What follows belongs to an exercise in optimizing a design on an open flow for small area and a short achievable clock period; a production flow would make more cautious choices.
In this exercise RTL edits were held to simulation tests only and were not proved equivalent to the original.

== v4 ==
Design Pipeline_1, start of the top module:
module Pipeline_1(
input clk,rst,
input [7:0]a,b,c,d,
output [7:0]out
    );
Size in the first run: about 1400 cells after synthesis, ~75 flip-flops, roughly 42 I/O pins, ~8400 um^2 of cells after synthesis.
==> flow/config.mk <==
export PLATFORM = sky130hd
export DESIGN_NAME = Pipeline_1
export DESIGN_NICKNAME = Pipeline_1
export VERILOG_FILES = /design/flow/design.v
export SDC_FILE = /design/flow/constraint.sdc
export NUM_CORES = 4
export LEC_CHECK = 0
export ABC_AREA = 1
export CAP_MARGIN = 20
export CORE_MARGIN = 2
export CORE_UTILIZATION = 60
export CTS_BUF_LIST = sky130_fd_sc_hd__clkbuf_8
export SLEW_MARGIN = 20
export SYNTH_HIERARCHICAL = 1
export SYNTH_MINIMUM_KEEP_SIZE = 0
==> flow/constraint.sdc <==
create_clock -name core_clock -period 36.0 [get_ports {clk}]
set_input_delay 7.2000 -clock core_clock [delete_from_list [all_inputs] [get_ports {clk}]]
set_output_delay 7.2000 -clock core_clock [all_outputs]
set_load 0.01 [all_outputs]
standard.sh (not shown) runs the stock make flow with config.mk's settings and CLKGATE_MAP_FILE= SYNTH_SCRIPT=/design/flow/synth_recipe.tcl, a recipe that flattens the netlist after the stock synthesis.
==> flow/flow/run.sh <==
#!/bin/bash
# Own flow: the standard layout (standard.sh: ORFS synthesis with the standard flow's
# synthesis script, floorplan, power grid, placement, CTS, routing) with three
# settings changed:
#  - ADDER_MAP_FILE is empty, so synthesis does not extract full/half adder
#    cells and ABC maps the (bit-level) arithmetic like any other logic; the
#    registers are the same as in the standard synthesis;
#  - the port buffers that global placement inserts are sky130_fd_sc_hd__buf_2;
#  - timing repair aims for a setup slack of 25 ns at the design's 36 ns clock.
# make's full output goes to standard.log here; ORFS keeps each step's own log
# under orfs/logs/.
set -euo pipefail
export ADDER_MAP_FILE=
export BUFFER_PORTS_ARGS="-buffer_cell sky130_fd_sc_hd__buf_2"
export SETUP_SLACK_MARGIN=25
bash standard.sh > standard.log 2>&1
Changes in v20 relative to v4:
==> flow/flow/run.sh <==
#!/bin/bash
# Own flow: the standard layout (standard.sh, unchanged synthesis, floorplan,
# power grid, placement, CTS and routing), except that the port buffers that
# global placement inserts are plain sky130_fd_sc_hd__buf_2 cells instead of the
# default delay-cell buffers. make's full output goes to standard.log here; ORFS
# also keeps each step's own log under orfs/logs/.
set -euo pipefail
export BUFFER_PORTS_ARGS="-buffer_cell sky130_fd_sc_hd__buf_2"
export SETUP_SLACK_MARGIN=25.25
bash standard.sh > standard.log 2>&1
==> comparison <==
Setup slack: v20 less than v4
v20 did not stop at any stage, and its layout met the timing, DRC and antenna checks.
v20 against v4: cell count lost 7.1%; placer congestion estimate lost 2.4%; number of non-clock buffers in the layout picked up an extra 12; shortest period the worst path allows picked up an extra 0.0077 ns.
[inputs] v44 vs v20
# v20
export LEC_CHECK = 0
export ABC_AREA = 1
export CAP_MARGIN = 20
export CORE_MARGIN = 2
export CORE_UTILIZATION = 60
export CTS_BUF_LIST = sky130_fd_sc_hd__clkbuf_8
export SLEW_MARGIN = 20
export SYNTH_HIERARCHICAL = 1
export SYNTH_MINIMUM_KEEP_SIZE = 0
create_clock -name core_clock -period 36.0 [get_ports {clk}]
# v44
export LEC_CHECK = 0
export ABC_AREA = 1
export CAP_MARGIN = 20
export CORE_MARGIN = 2
export CORE_UTILIZATION = 75
export CTS_BUF_LIST = sky130_fd_sc_hd__clkbuf_8
export PLACE_DENSITY = 0.85
export SLEW_MARGIN = 20
export SYNTH_HIERARCHICAL = 1
export SYNTH_MINIMUM_KEEP_SIZE = 0
create_clock -name core_clock -period 36.0 [get_ports {clk}]
-- flow/flow/run.sh --
<<< v20, line 7
set -euo pipefail
export BUFFER_PORTS_ARGS="-buffer_cell sky130_fd_sc_hd__buf_2"
export SETUP_SLACK_MARGIN=25.25
bash standard.sh > standard.log 2>&1
>>> v44, line 7
set -euo pipefail
export BUFFER_PORTS_ARGS="-buffer_cell sky130_fd_sc_hd__buf_2"
export SETUP_SLACK_MARGIN=25.5
bash standard.sh > standard.log 2>&1
## What came out
Going from v20 to v44, sequential share of cell area shrinks by 0.61 points. Between v20 and v44, the worst hold slack figures differ only marginally. v44 closes out successfully: all stages finished, all timing, DRC and antenna checks passed. [diff] wire length, v44 relative to v20: regression.
Edits applied to the flow inputs when going from v44 to v39:
# v44
export LEC_CHECK = 0
export ABC_AREA = 1
export CAP_MARGIN = 20
export CORE_MARGIN = 2
export CORE_UTILIZATION = 75
export CTS_BUF_LIST = sky130_fd_sc_hd__clkbuf_8
export PLACE_DENSITY = 0.85
export SLEW_MARGIN = 20
export SYNTH_HIERARCHICAL = 1
export SYNTH_MINIMUM_KEEP_SIZE = 0
create_clock -name core_clock -period 36.0 [get_ports {clk}]
# v39
export LEC_CHECK = 0
export ABC_AREA = 1
export CAP_MARGIN = 20
export CORE_MARGIN = 2
export CORE_UTILIZATION = 50
export CTS_BUF_LIST = sky130_fd_sc_hd__clkbuf_8
export SLEW_MARGIN = 20
export SYNTH_HIERARCHICAL = 1
export SYNTH_MINIMUM_KEEP_SIZE = 0
create_clock -name core_clock -period 36.0 [get_ports {clk}]
-- flow/flow/run.sh --
<<< v44, line 7
set -euo pipefail
export BUFFER_PORTS_ARGS="-buffer_cell sky130_fd_sc_hd__buf_2"
export SETUP_SLACK_MARGIN=25.5
bash standard.sh > standard.log 2>&1
>>> v39, line 7
set -euo pipefail
export BUFFER_PORTS_ARGS="-buffer_cell sky130_fd_sc_hd__buf_2"
export SETUP_SLACK_MARGIN=25
bash standard.sh > standard.log 2>&1
Findings:
v39 vs v44, met2 wire length went down by 2.0 mm.
The data required time of the critical path number comes out lower for v39 vs v44.
v39 ends up with a number of core rows that is about 24% higher than in v44.
Of v39 and v44, v44 shows the higher clock tree buffer count of the final layout, with v39 below it.
[v39] maximum cell stage delay along the critical path rose 0.04 ns relative to v44
Re number of non-clock buffers in the layout: v44 was higher than v39.
The wire length of the first global-routing pass number comes out lower for v44 vs v39.
Diff v44 -> v39 | half-perimeter wire length after placement | up by a few percent

-- static timing again, ports no longer ideal --
Ports are ideal in the flow. The routed layouts listed here were re-timed in OpenROAD.
Step 1: set_driving_cell puts a clkbuf_16 on clk and a buf_2 on each other input, an assumption about the parent block.
Step 2 moves the port delays by t, midway between the first and last clock arrival at a register: inputs arrive t later, outputs are due t later. That takes back most of the time a late clock gives input paths.
Three values: ideal, step 1, step 2; two values: the first two.
run | t, ns | setup WS [ns] | cell pins on the clock port's net
v4 | 0.401 | 26.182 / 26.146 / 26.313 | 1
v20 | 0.395 | 26.175 / 26.140 / 26.430 | 1
v44 | 0.409 | 25.701 / 25.701 / 25.701 | 1
v39 | 0.400 | 26.239 / 26.203 / 26.366 | 1
After both steps every run listed still meets setup and hold.
